What follows belongs to an exercise in optimizing a design on an open flow for small area and a short achievable clock period; a production flow would make more cautious choices.
At most, simulation tests tie the RTL to the original design; equivalence was not proved.
No functional check of the RTL was part of runs 2 and 3.
The flow treats the clock pin as an ideal source, which a real chip does not have.

==> flow/design.v, too long to show whole: its modules and the start of the top module <==
// module mul32lo: 904 lines
// module add32bk: 89 lines
// module alu_top: 90 lines
module alu_top (
    input  wire        clk,
    input  wire [31:0] a,
    input  wire [31:0] b,
    input  wire [3:0]  opcode,
    output wire [31:0] result,
    output wire        zero_flag,
    output wire        carry_flag,
    output wire        sign_flag,
    output wire        overflow_flag
);
  // ...
==> flow/flow/run.sh <==
#!/bin/bash
# The standard layout (standard.sh), with these changes:
#  - synthesis without the early generic "abc -fast" pass, so that the full
#    adders written in the RTL reach extract_fa as written (no inverters
#    between adder cells); registers are unchanged,
#  - after clock tree synthesis, flow/skew.tcl delays the clock of the second
#    register stage (useful skew for the paths between the two stages),
#  - the smallest buffer cell for the port buffers.
# The SDC and the clock period are the standard flow's. Each tool's output goes to the
# ORFS logs under orfs/logs; make's own output to standard.log.
cp standard.sh standard_sh.txt
bash standard.sh SYNTH_ARGS=-noabc SETUP_SLACK_MARGIN=7.5 \
  "BUFFER_PORTS_ARGS=-buffer_cell sky130_fd_sc_hd__buf_1" \
  POST_CTS_TCL=$PWD/flow/skew.tcl \
  "SKEW_CHAIN=sky130_fd_sc_hd__clkdlybuf4s50_1 sky130_fd_sc_hd__clkbuf_4" \
  finish > standard.log 2>&1
==> flow/flow/skew.tcl <==
# Sourced by ORFS after clock tree synthesis (POST_CTS_TCL).
# Delays the clock of the second register stage (the registers written from
# the multiplier and adder) by a short buffer chain, so that the paths between
# the two register stages get more of the cycle. The registers' clock stays a
# buffered branch of the same clock tree; input and output paths only lose
# time from this.
set stage2_re {^(res_q|cy_q|ovp_q|ari_q)(\\?\[|\$)}
set chain $::env(SKEW_CHAIN)

set db [ord::get_db]
set block [ord::get_db_block]

set groups [dict create]
foreach inst [$block getInsts] {
  if { [regexp $stage2_re [$inst getName]] } {
    set it [$inst findITerm CLK]
    dict lappend groups [[$it getNet] getName] $inst
  }
}

set k 0
dict for {netname insts} $groups {
  set net [$block findNet $netname]
  set sx 0
  set sy 0
  foreach i $insts {
    set loc [$i getLocation]
    set sx [expr { $sx + [lindex $loc 0] }]
    set sy [expr { $sy + [lindex $loc 1] }]
  }
  set n [llength $insts]
  set cx [expr { int($sx / $n) }]
  set cy [expr { int($sy / $n) }]
  set prev $net
  set j 0
  foreach cell $chain {
    set m [$db findMaster $cell]
    set b [odb::dbInst_create $block $m "skewbuf_${k}_${j}"]
    set nn [odb::dbNet_create $block "skewclk_${k}_${j}"]
    $nn setSigType CLOCK
    [$b findITerm A] connect $prev
    [$b findITerm X] connect $nn
    $b setLocation $cx $cy
    $b setPlacementStatus PLACED
    set prev $nn
    incr j
  }
  foreach i $insts {
    set it [$i findITerm CLK]
    $it disconnect
    $it connect $prev
  }
  puts "skew: group $k on $netname: $n registers"
  incr k
}
global_connect

detailed_placement
estimate_parasitics -placement
report_worst_slack -max
report_worst_slack -min
repair_timing_helper
detailed_placement
check_placement -verbose
estimate_parasitics -placement
report_worst_slack -max
report_worst_slack -min
report_checks -from [all_inputs] -to [all_registers -data_pins] -format end
report_checks -from [all_registers -clock_pins] -to [all_registers -data_pins] -format end
report_checks -from [all_registers -clock_pins] -to [all_outputs] -format end
==> flow/standard.sh <==
#!/bin/bash
# synth_recipe.tcl (not shown) runs the flow's synth.tcl, then flattens the netlist and writes it again
# the make line also repeats each setting of config.mk as NAME=value (left out here)
make -C /OpenROAD-flow-scripts/flow DESIGN_CONFIG=/design/flow/config.mk WORK_HOME=/design/flow/orfs CLKGATE_MAP_FILE= SYNTH_SCRIPT=/design/flow/synth_recipe.tcl "${@:-finish}"
==> flow/config.mk <==
export PLATFORM = sky130hd
export DESIGN_NAME = alu_top
export DESIGN_NICKNAME = alu_top
export VERILOG_FILES = /design/flow/design.v
export SDC_FILE = /design/flow/constraint.sdc
export NUM_CORES = 4
export LEC_CHECK = 0
export CAP_MARGIN = 20
export CORE_MARGIN = 2
export CORE_UTILIZATION = 60
export SLEW_MARGIN = 20
==> flow/constraint.sdc <==
create_clock -name core_clock -period 12.0 [get_ports {clk}]
set_input_delay 2.4000 -clock core_clock [delete_from_list [all_inputs] [get_ports {clk}]]
set_output_delay 2.4000 -clock core_clock [all_outputs]
set_load 0.01 [all_outputs]
==> flow_summary.toml, run 1 <==
[timing]
worst_slew_pin_slew_ns = 1.11
rsz0062_at_grt = "true"
hold_ws_ns = 0.139
setup_violations = 0

[floorplan]
rows = 61
core_um2 = 27800
die_h_um = 172
io_pins = 105
nWellTaps = 378

[grt]
grt_util_all_layers_pct = 49.2
grtUsageMet3_pct = 22.5
antenna_found_initial = 5
grt_max_degree = 66

[layout]
layout_commonest_cell = "xnor2_1"
numSequentialCells = 122
sh_seq_area_pct = 12.1
fin_cells = 2294

[worst_setup_path]
endpoint_kind = "flip-flop"
ff2ff_setup_slack_ns = 6.95
startpoint = "one_q[0]$_DFF_P_"

[drt]
wl_met1_um = 24600
drt-pass1-iter-count = 13

[min_path]
holdCritPathClass = "flip-flop to flip-flop"

[synth]
yosys.area.top_type_share_pct = 25.6
yosysMostFrequentCell = "xnor2_1"
syn_nets = 2148

[flow_run]
cap_violations = 0

[placed_design]
placed_cell_area_um2 = 17800

[run_status]
outcome = "finished clean"
==> module alu_top, before the edit <==
module alu_top (
    input  wire        clk,
    input  wire [31:0] a,
    input  wire [31:0] b,
    input  wire [3:0]  opcode,
    output wire [31:0] result,
    output wire        zero_flag,
    output wire        carry_flag,
    output wire        sign_flag,
    output wire        overflow_flag
);
    wire op_add = ~opcode[3] & ~opcode[1] & ~opcode[0];              
    wire op_neg = ~opcode[3] & ~opcode[1] &  opcode[0];              
    wire op_mul = ~opcode[3] & ~opcode[2] &  opcode[1];              
    wire op_and = ~opcode[3] &  opcode[2] &  opcode[1] & ~opcode[0];  
    wire op_xor = ~opcode[3] &  opcode[2] &  opcode[1] &  opcode[0];  
    wire op_sh  =  opcode[3] & (opcode[2] | opcode[1]);              
    wire op_shl = op_sh & ~opcode[0];
    wire op_shr = op_sh &  opcode[0];
    wire op_ari = ~opcode[3] & ~(opcode[2] & opcode[1]);             
    wire big = |b[31:5];
    wire [31:0] onehot = big ? 32'd0 : (32'd1 << b[4:0]);
    wire [31:0] a_rev;
    genvar i;
    generate for (i = 0; i < 32; i = i + 1) begin : g_ra
        assign a_rev[i] = a[31-i];
    end endgenerate
    wire [31:0] x_d = op_shr ? a_rev : (a | {32{op_neg}});
    wire [31:0] y_d = op_sh ? onehot : b;
    wire [32:0] ye = {y_d, 1'b0};
    wire [15:0] one_d, two_d, neg_d;
    generate for (i = 0; i < 16; i = i + 1) begin : g_be
        assign neg_d[i] = ye[2*i+2];
        assign one_d[i] = ye[2*i+1] ^ ye[2*i];
        assign two_d[i] = (ye[2*i+2] & ~ye[2*i+1] & ~ye[2*i])
                        | (~ye[2*i+2] & ye[2*i+1] & ye[2*i]);
    end endgenerate
    reg [31:0] x_q;
    reg [15:0] one_q, two_q, neg_q;
    reg s_add, s_and, s_xor, s_mul, s_rev, s_ari, axb31;
    always @(posedge clk) begin
        x_q   <= x_d;
        one_q <= one_d;
        two_q <= two_d;
        neg_q <= neg_d;
        s_add <= op_add;
        s_and <= op_and;
        s_xor <= op_xor;
        s_mul <= op_mul | op_shl | op_neg;
        s_rev <= op_shr;
        s_ari <= op_ari;
        axb31 <= a[31] ^ b[31];
    end
    wire [31:0] y_q;
    generate for (i = 0; i < 16; i = i + 1) begin : g_bd
        assign y_q[2*i+1] = neg_q[i];
        if (i == 0) begin : g_lo
            assign y_q[0] = one_q[0];
        end else begin : g_hi
            assign y_q[2*i] = one_q[i] ^ neg_q[i-1];
        end
    end endgenerate
    wire [32:0] sum;
    add32bk u_add (.x(x_q), .y(y_q), .s(sum[31:0]), .co(sum[32]));
    wire [31:0] oth = ({32{s_add}} & sum[31:0])
                    | ({32{s_and}} & (x_q & y_q))
                    | ({32{s_xor}} & (x_q ^ y_q));
    wire cy  = s_add & sum[32];
    wire ovp = s_ari & (cy ^ axb31);
    wire [31:0] prod;
    mul32lo u_mul (.x(x_q), .one(one_q), .two(two_q), .neg(neg_q), .p(prod));
    wire [31:0] prod_rev;
    generate for (i = 0; i < 32; i = i + 1) begin : g_rp
        assign prod_rev[i] = prod[31-i];
    end endgenerate
    wire [31:0] res = oth | ({32{s_mul}} & prod) | ({32{s_rev}} & prod_rev);
    reg [31:0] res_q;
    reg cy_q, ovp_q, ari_q;
    always @(posedge clk) begin
        res_q <= res;
        cy_q  <= cy;
        ovp_q <= ovp;
        ari_q <= s_ari;
    end
    assign result        = res_q;
    assign carry_flag    = cy_q;
    assign sign_flag     = ari_q & res_q[31];
    assign zero_flag     = ari_q & ~|res_q;
    assign overflow_flag = ovp_q ^ sign_flag;
endmodule
==> run 2: changes to the inputs <==
--- a/flow/design.v
+++ b/flow/design.v
@@ -1,10 +1,10 @@
 module mul32lo (input wire [31:0] x, input wire [15:0] one, input wire [15:0] two,
-    input wire [15:0] neg, output wire [31:0] p);
+    input wire [15:0] neg, output wire [31:0] p, output wire z);
   wire pp0_0 = (one[0] & x[0]) ^ neg[0];
   wire pp0_1 = ((one[0] & x[1]) | (two[0] & x[0])) ^ neg[0];
   wire pp0_2 = ((one[0] & x[2]) | (two[0] & x[1])) ^ neg[0];
   wire pp0_3 = ((one[0] & x[3]) | (two[0] & x[2])) ^ neg[0];
   wire pp0_4 = ((one[0] & x[4]) | (two[0] & x[3])) ^ neg[0];
   wire pp0_5 = ((one[0] & x[5]) | (two[0] & x[4])) ^ neg[0];
   wire pp0_6 = ((one[0] & x[6]) | (two[0] & x[5])) ^ neg[0];
   wire pp0_7 = ((one[0] & x[7]) | (two[0] & x[6])) ^ neg[0];
@@ -896,16 +896,18 @@
   wire kP5_28 = kP4_28 & kP4_15;
   wire kG5_29 = kG4_29 | (kP4_29 & kG4_15);
   wire kP5_29 = kP4_29 & kP4_15;
   wire kG5_30 = kG4_30 | (kP4_30 & kG4_15);
   wire kP5_30 = kP4_30 & kP4_15;
   wire kG5_31 = kG4_31 | (kP4_31 & kG4_15);
   wire kP5_31 = kP4_31 & kP4_15;
   assign p = kp0 ^ {kG5_30, kG5_29, kG5_28, kG5_27, kG5_26, kG5_25, kG5_24, kG5_23, kG5_22, kG5_21, kG5_20, kG5_19, kG5_18, kG5_17, kG5_16, kG4_15, kG4_14, kG4_13, kG4_12, kG4_11, kG4_10, kG4_9, kG4_8, kG3_7, kG3_6, kG3_5, kG3_4, kG2_3, kG2_2, kG1_1, kg0[0], 1'b0};
+  wire [31:0] zk = ma | mb;
+  assign z = &(~((ma ^ mb) ^ {zk[30:0], 1'b0}));
 endmodule
 module add32bk (input wire [31:0] x, input wire [31:0] y, output wire [31:0] s, output wire co);
   wire [31:0] g0 = x & y;
   wire [31:0] p0 = x ^ y;
   wire G1_0 = g0[1] | (p0[1] & g0[0]);
   wire G3_2 = g0[3] | (p0[3] & g0[2]);
   wire P3_2 = p0[3] & p0[2];
   wire G5_4 = g0[5] | (p0[5] & g0[4]);
@@ -1056,28 +1058,31 @@
     wire [32:0] sum;
     add32bk u_add (.x(x_q), .y(y_q), .s(sum[31:0]), .co(sum[32]));
     wire [31:0] oth = ({32{s_add}} & sum[31:0])
                     | ({32{s_and}} & (x_q & y_q))
                     | ({32{s_xor}} & (x_q ^ y_q));
     wire cy  = s_add & sum[32];
     wire ovp = s_ari & (cy ^ axb31);
     wire [31:0] prod;
-    mul32lo u_mul (.x(x_q), .one(one_q), .two(two_q), .neg(neg_q), .p(prod));
+    wire        prod_z;
+    mul32lo u_mul (.x(x_q), .one(one_q), .two(two_q), .neg(neg_q), .p(prod), .z(prod_z));
+    wire zf = s_ari & (s_add ? ~|sum[31:0] : prod_z);
     wire [31:0] prod_rev;
     generate for (i = 0; i < 32; i = i + 1) begin : g_rp
         assign prod_rev[i] = prod[31-i];
     end endgenerate
     wire [31:0] res = oth | ({32{s_mul}} & prod) | ({32{s_rev}} & prod_rev);
     reg [31:0] res_q;
-    reg cy_q, ovp_q, ari_q;
+    reg cy_q, ovp_q, ari_q, zf_q;
     always @(posedge clk) begin
         res_q <= res;
+        zf_q  <= zf;
         cy_q  <= cy;
         ovp_q <= ovp;
         ari_q <= s_ari;
     end
     assign result        = res_q;
     assign carry_flag    = cy_q;
     assign sign_flag     = ari_q & res_q[31];
-    assign zero_flag     = ari_q & ~|res_q;
+    assign zero_flag     = zf_q;
     assign overflow_flag = ovp_q ^ sign_flag;
 endmodule
--- a/flow/flow/run.sh
+++ b/flow/flow/run.sh
@@ -4,13 +4,13 @@
 #    adders written in the RTL reach extract_fa as written (no inverters
 #    between adder cells); registers are unchanged,
 #  - after clock tree synthesis, flow/skew.tcl delays the clock of the second
 #    register stage (useful skew for the paths between the two stages),
 #  - the smallest buffer cell for the port buffers.
 # The SDC and the clock period are the standard flow's. Each tool's output goes to the
 # ORFS logs under orfs/logs; make's own output to standard.log.
 cp standard.sh standard_sh.txt
-bash standard.sh SYNTH_ARGS=-noabc SETUP_SLACK_MARGIN=7.5 \
+bash standard.sh SYNTH_ARGS=-noabc SETUP_SLACK_MARGIN=6.8 \
   "BUFFER_PORTS_ARGS=-buffer_cell sky130_fd_sc_hd__buf_1" \
   POST_CTS_TCL=$PWD/flow/skew.tcl \
   "SKEW_CHAIN=sky130_fd_sc_hd__clkdlybuf4s50_1 sky130_fd_sc_hd__clkbuf_4" \
   finish > standard.log 2>&1
--- a/flow/flow/skew.tcl
+++ b/flow/flow/skew.tcl
@@ -1,15 +1,15 @@
 # Sourced by ORFS after clock tree synthesis (POST_CTS_TCL).
 # Delays the clock of the second register stage (the registers written from
 # the multiplier and adder) by a short buffer chain, so that the paths between
 # the two register stages get more of the cycle. The registers' clock stays a
 # buffered branch of the same clock tree; input and output paths only lose
 # time from this.
-set stage2_re {^(res_q|cy_q|ovp_q|ari_q)(\\?\[|\$)}
+set stage2_re {^(res_q|cy_q|ovp_q|ari_q|zf_q)(\\?\[|\$)}
 set chain $::env(SKEW_CHAIN)
 
 set db [ord::get_db]
 set block [ord::get_db_block]
 
 set groups [dict create]
 foreach inst [$block getInsts] {
   if { [regexp $stage2_re [$inst getName]] } {
==> flow/config.mk (replaced) <==
export PLATFORM = sky130hd
export DESIGN_NAME = alu_top
export DESIGN_NICKNAME = alu_top
export VERILOG_FILES = /design/flow/design.v
export SDC_FILE = /design/flow/constraint.sdc
export NUM_CORES = 4
export LEC_CHECK = 0
export CAP_MARGIN = 20
export CORE_MARGIN = 2
export CORE_UTILIZATION = 40
export SLEW_MARGIN = 20
==> flow_summary.toml, run 2 <==
[run_status]
outcome = "finished clean"

[floorplan]
rows = 77
io_pins = 105
dieArea_um2 = 46600
die_w_um = 216
die_h_um = 216
core_um2 = 44200
start_util_pct = 40.6

[drt]
routedWlPerCell_um = 28.0
vias = 16700
ant_nets = 0
routed_wl_um = 73100
drc_errors = 0
via_per_inst = 6.39
drtIter0Drc = 2304
drt-pass1-iter-count = 8

[synth]
synth-seq-cells = 123
yosysTopAreaCell = "fa_1"
synth-warning-count = 1
yosys.area.top_type_share_pct = 24.1
synth_edf_count = 0
ys_async_sr_fraction_pct = 0
synth_area_um2 = 17900
syn_inst = 1937
syn_nets = 2345
synth_ff_type = "dfxtp_1"
seq_area_frac_synth_pct = 13.7
synth.avg_cell_area_um2 = 9.26
ys_types = 64
yosysMostFrequentCell = "xnor2_1"
synthTopCellsByCount = "314 x xnor2_1, 269 x a22oi_1, 216 x fa_1"
netlist_top_cells_area = "fa_1 24%, xnor2_1 15%, dfxtp_1 14%"

[worst_setup_path]
worst-endpoint-required_ns = 12.92
cp.arrival_ns = 5.87
cp-start-kind = "flip-flop"
endpoint_kind = "flip-flop"
crit_type = "flip-flop to flip-flop"
crit_path_max_fanout = 29

[grt]
grt_util_all_layers_pct = 31.1
grt-ovfl-total = 0
grt_max_degree = 66
antenna_found_initial = 0
grt_pass1_vias = 17000
grt_pass1_wl_um = 107000

[min_path]
holdCritPathClass = "flip-flop to flip-flop"

[placed_design]
pre_cts_slack_ns = 5.91
gp_routability_congestion = 0.962
io_buffers = 104
dp_cells = 2507
dp_hpwl_um = 45000

[timing]
slew_violations = 0
layout_min_cycle_time_ns = 4.94
tns_ns = 0
fmax_mhz = 202
finClkSkew_ns = 0.652
slew_headroom_pct = 30.3
setup_violations = 0
fin_ws_ns = 7.06
rsz0062_at_grt = "false"
worst_slew_pin_slew_ns = 1.04
hold_violations = 0
fin_crit_sh_pct = 41.2

[layout]
layout_commonest_cell = "xnor2_1"
reg.largest.list = "res_q: 32 flops, x_q: 32 flops"
final_cell_mix = "309 x xnor2_1, 247 x a22oi_1, 200 x fa_1"
fin_cells = 2613
final_nets = 2416
antenna-diode-count = 0
final_core_util_pct = 48.3
syn_to_final_growth_pct = 19.1
drive_above_1_share_pct = 14.0

[clock_tree]
clk_latency_ns = 1.08
cts_tree = "done"
path_clk_slew_ns = 0.06
clock_sinks = 123

[flow_run]
cap_violations = 0
## run 2: cell types whose count changed after synthesis, sizes merged, moves of 10 or more
cell    before  now
o21ai       30   64
ha          93  123
inv         28   80
buf         53   65
xor2        54   84
a22oi      296  269
nand2       93  109
nand3b       3   15
a21oi       63   53
nand2b       8   25
## run 2: metrics by stage
| stage | cell area [um^2] | hold WS [ns] |
|---|---|---|
| floorplan | 18400 | 0.372 |
| finish | 21400 | 0.0303 |
| global route | 21400 | 0.0177 |
| detailed placement | 18900 | 0.492 |
| global placement | 18900 | 0.483 |
## run 2: path summary, 6_finish.rpt
kind,depth (start not counted),startpoint,slack [ns],endpoint
min,2,axb31$_DFF_P_,0.03,ovp_q$_DFF_P_
max reg2reg,19,neg_q[3]$_DFF_P_,7.06,res_q[0]$_DFF_P_
max,19,neg_q[3]$_DFF_P_,7.06,res_q[0]$_DFF_P_
min reg2reg,2,axb31$_DFF_P_,0.03,ovp_q$_DFF_P_
## run 2: final cells by class, without the clock buffers
class                           instances  area, um^2
Buffer                                 14         123
Clock inverter                         14         184
Fill cell                            4035       22900
Inverter                               80         300
Multi-Input combinational cell       1558       15000
Sequential cell                       123        2550
Tap cell                              592         741
Timing Repair Buffer                  214        2060
## run 2: critical path, cell delays in order (launching register included)
cell and delay (ns):
dfxtp_2 0.33, buf_8 0.35, xnor2_2 0.14, fa_1 0.62
fa_1 0.47, fa_2 0.36, fa_1 0.46, fa_1 0.56
inv_2 0.05, ha_4 0.22, a21oi_2 0.15, o211ai_1 0.14
a311oi_1 0.32, o21ai_1 0.11, a41o_2 0.30, a221oi_4 0.28
buf_4 0.18, o21ai_2 0.07, xnor2_2 0.19, o211ai_1 0.10
## run 2: layer usage
metal / track usage, % / part of all wire, % / up-vias
met2: 47.1 / 44 / 1194
met1: 38.3 / 37 / 8276
met4: 20.5 / 7.5 / 0
met3: 9.06 / 12 / 355
li1: - / - / 6869
met5: 0.417 / 0 / -
## run 2: cells by family after synthesis
kind of cell	share of synthesized area, %
multiplexers	0.174
AO/OA/AOI/OAI	19.9
adder cells (fa/ha/maj)	32.7
flip-flops	13.7
XOR/XNOR	19.4
buffers and inverters	5.48
AND/OR/NAND/NOR	8.61
==> run 3: changes to the inputs <==
--- a/flow/flow/run.sh
+++ b/flow/flow/run.sh
@@ -6,11 +6,14 @@
 #  - after clock tree synthesis, flow/skew.tcl delays the clock of the second
 #    register stage (useful skew for the paths between the two stages),
-#  - the smallest buffer cell for the port buffers.
+#  - the smallest buffer cell for the port buffers,
+#  - no gate cloning in timing repair,
+#  - no dummy loads in clock tree synthesis.
 # The SDC and the clock period are the standard flow's. Each tool's output goes to the
 # ORFS logs under orfs/logs; make's own output to standard.log.
 cp standard.sh standard_sh.txt
-bash standard.sh SYNTH_ARGS=-noabc SETUP_SLACK_MARGIN=6.8 \
+bash standard.sh SYNTH_ARGS=-noabc SETUP_SLACK_MARGIN=7.3 SKIP_GATE_CLONING=1 \
   "BUFFER_PORTS_ARGS=-buffer_cell sky130_fd_sc_hd__buf_1" \
+  "CTS_ARGS=-sink_clustering_enable -repair_clock_nets -dont_use_dummy_load" \
   POST_CTS_TCL=$PWD/flow/skew.tcl \
-  "SKEW_CHAIN=sky130_fd_sc_hd__clkdlybuf4s50_1 sky130_fd_sc_hd__clkbuf_4" \
+  "SKEW_CHAIN=sky130_fd_sc_hd__clkdlybuf4s50_1 sky130_fd_sc_hd__clkdlybuf4s25_1 sky130_fd_sc_hd__clkbuf_4" \
   finish > standard.log 2>&1
--- a/flow/config.mk
+++ b/flow/config.mk
@@ -8,4 +8,4 @@
 export CAP_MARGIN = 20
 export CORE_MARGIN = 2
-export CORE_UTILIZATION = 40
+export CORE_UTILIZATION = 60
 export SLEW_MARGIN = 20
==> flow_summary.toml, run 3 <==
[run_status]
outcome = "finished clean"

[synth]
syn_nets = 2345
synthTopCellsByCount = "314 x xnor2_1, 269 x a22oi_1, 216 x fa_1"
synth_edf_count = 0
synth-warning-count = 1
yosysMostFrequentCell = "xnor2_1"
synth.avg_cell_area_um2 = 9.26
synth_ff_type = "dfxtp_1"
seq_area_frac_synth_pct = 13.7
yosys.area.top_type_share_pct = 24.1
synth-seq-cells = 123
synth_area_um2 = 17900
netlist_top_cells_area = "fa_1 24%, xnor2_1 15%, dfxtp_1 14%"
yosysTopAreaCell = "fa_1"
syn_inst = 1937
ys_async_sr_fraction_pct = 0
ys_types = 64

[timing]
tns_ns = 0
hold_violations = 0
slew_violations = 0
fmax_mhz = 215
rsz0062_at_grt = "true"
setup_violations = 0
slew_headroom_pct = 28.9
fin_crit_sh_pct = 38.8
layout_min_cycle_time_ns = 4.66
worst_slew_pin_slew_ns = 1.06
finClkSkew_ns = 0.919

[floorplan]
rows = 63
core_um2 = 29600
io_pins = 105
die_w_um = 177
start_util_pct = 60.7
die_h_um = 177
dieArea_um2 = 31300

[drt]
met3_length_um = 9040
dr_wl_met2_um = 32000
highest_layer = "met4"
routedWlPerCell_um = 29.7
drt-pass1-iter-count = 7
routed_wl_um = 71500
ant_nets = 0
wl_met1_um = 24600
drc_errors = 0
vias = 16900
drtIter0Drc = 2484
via_per_inst = 6.99

[worst_setup_path]
crit_path_max_fanout = 20
crit_type = "flip-flop to flip-flop"
cp-start-kind = "flip-flop"
worst-endpoint-required_ns = 13.21
cp.arrival_ns = 5.87
endpoint_kind = "flip-flop"

[clock_tree]
path_clk_slew_ns = 0.08
clock_sinks = 123
cts_tree = "done"
clk_latency_ns = 1.32

[grt]
grt_pass1_vias = 16900
antenna_found_initial = 1
grt_pass1_wl_um = 104000
grt_util_all_layers_pct = 45.6
grt_max_degree = 66
grt-ovfl-total = 0

[layout]
layout_commonest_cell = "xnor2_1"
drive_above_1_share_pct = 15.5
syn_to_final_growth_pct = 17.8
final_nets = 2430
reg.largest.list = "res_q: 32 flops, x_q: 32 flops"
final_cell_mix = "303 x xnor2_1, 241 x a22oi_1, 180 x fa_1"

[placed_design]
io_buffers = 104
gp_routability_congestion = 1.02
dp_hpwl_um = 44900

[min_path]
holdCritPathClass = "flip-flop to flip-flop"

[flow_run]
cap_violations = 0
[run 3: cell counts after synthesis]
No cell type changed its count.
[run 3: worst paths after layout]
path | slack [ns] | to | cells after the start | from
worst max-delay path | 7.34 | res_q[29]$_DFF_P_ | 19 | x_q[14]$_DFF_P_
worst max register to register | 7.34 | res_q[29]$_DFF_P_ | 19 | x_q[14]$_DFF_P_
worst min register to register | 0.06 | res_q[31]$_DFF_P_ | 4 | neg_q[15]$_DFF_P_
worst min-delay path | 0.06 | res_q[31]$_DFF_P_ | 4 | neg_q[15]$_DFF_P_
[run 3: logic make-up (layout without fill, tap and decap cells)]
| family | Yosys count | after routing | share of synthesized area (%) |
|---|---|---|---|
| AOI/OAI and AO/OA | 491 | 491 | 19.9 |
| xor gates and xnor gates | 398 | 398 | 19.4 |
| adders and majority gates | 339 | 339 | 32.7 |
| and+or+nand+nor | 327 | 327 | 8.61 |
| buffers and inverters | 256 | 339 | 5.48 |
| DFF | 123 | 123 | 13.7 |
| muxes | 3 | 3 | 0.174 |
| other | 0 | 1 | 0 |
[run 3: area by class of cell, without the clock buffers]
cell class              count  area (um^2)
plain buffers              18          165
well taps                 390          488
flip-flops and latches    123         2570
diodes                      1         2.50
multi-input cells        1558        15200
inverters                  80          300
repair buffers            224         1980
fillers                  2246         8420
[run 3: per-stage QoR]
step | worst slack (ns) | std cells | util (%) | hold WS, ns | cell area [um^2]
finish | 7.34 | 2411 | 71.5 | 0.0591 | 21100
global route | 7.22 | 2410 | 71.5 | 0.0432 | 21100
global placement | 5.73 | 2294 | 63.1 | 0.432 | 18600
floorplan | 6.63 | 1937 | - | 0.372 | 18500
detailed placement | 5.78 | 2294 | 63.1 | 0.436 | 18700
[run 3: metal layers]
metal | up-vias | track usage, %
li1 | 6884 | -
met4 | 0 | 30.4
met2 | 1456 | 72.5
met1 | 8083 | 53.4
met5 | - | 0
met3 | 429 | 13.5
[run 3: worst max-delay path, cell delays in order, from the launching register on]
cell      delay (ns)
dfxtp_1         0.33
buf_6           0.26
a22oi_2         0.13
xnor2_1         0.17
fa_1            0.49
fa_1            0.52
fa_2            0.36
fa_1            0.47
fa_1            0.54
inv_2           0.05
ha_4            0.21
a21oi_2         0.16
o211ai_1        0.14
a311oi_1        0.30
o21ai_1         0.11
a41o_2          0.30
a221oi_4        0.34
o21bai_2        0.11
xor2_1          0.16
a221o_1         0.30

==> separate check: timing with driven ports <==
No port has a modelled driver above. Below, the same layouts with a new extraction and two added sets of constraints. Step 1 assumes that a clkbuf_16 drives the clock port and a buf_2 every other input. Step 2, shift: input delay + t, output delay - t, t = (earliest + latest rising clock arrival at the registers) / 2. This alone moves slack from input paths to output paths. Slacks: ideal ports / drivers / drivers and shift; pairs: ideal ports / drivers.
run | t (ns) | setup slack, ns | worst setup path at the end | latest minus earliest clock arrival (ns) | worst data-port slew with drivers (ns)
run 1 | 0.769 | 6.946 / 6.946 / 6.946 | register to register | 0.647 / 0.647 | 0.04
run 2 | 0.807 | 7.055 / 7.055 / 6.820 | input to register | 0.651 / 0.652 | 0.05
run 3 | 0.912 | 7.339 / 7.339 / 6.584 | input to register | 0.919 / 0.920 | 0.04
Clock arrivals are far apart in every run listed, so t is only a midpoint there and step 2 fits no single register. For run 3, which loses most, drivers alone change the setup slack by 0.000 ns; drivers and shift together by -0.755 ns.
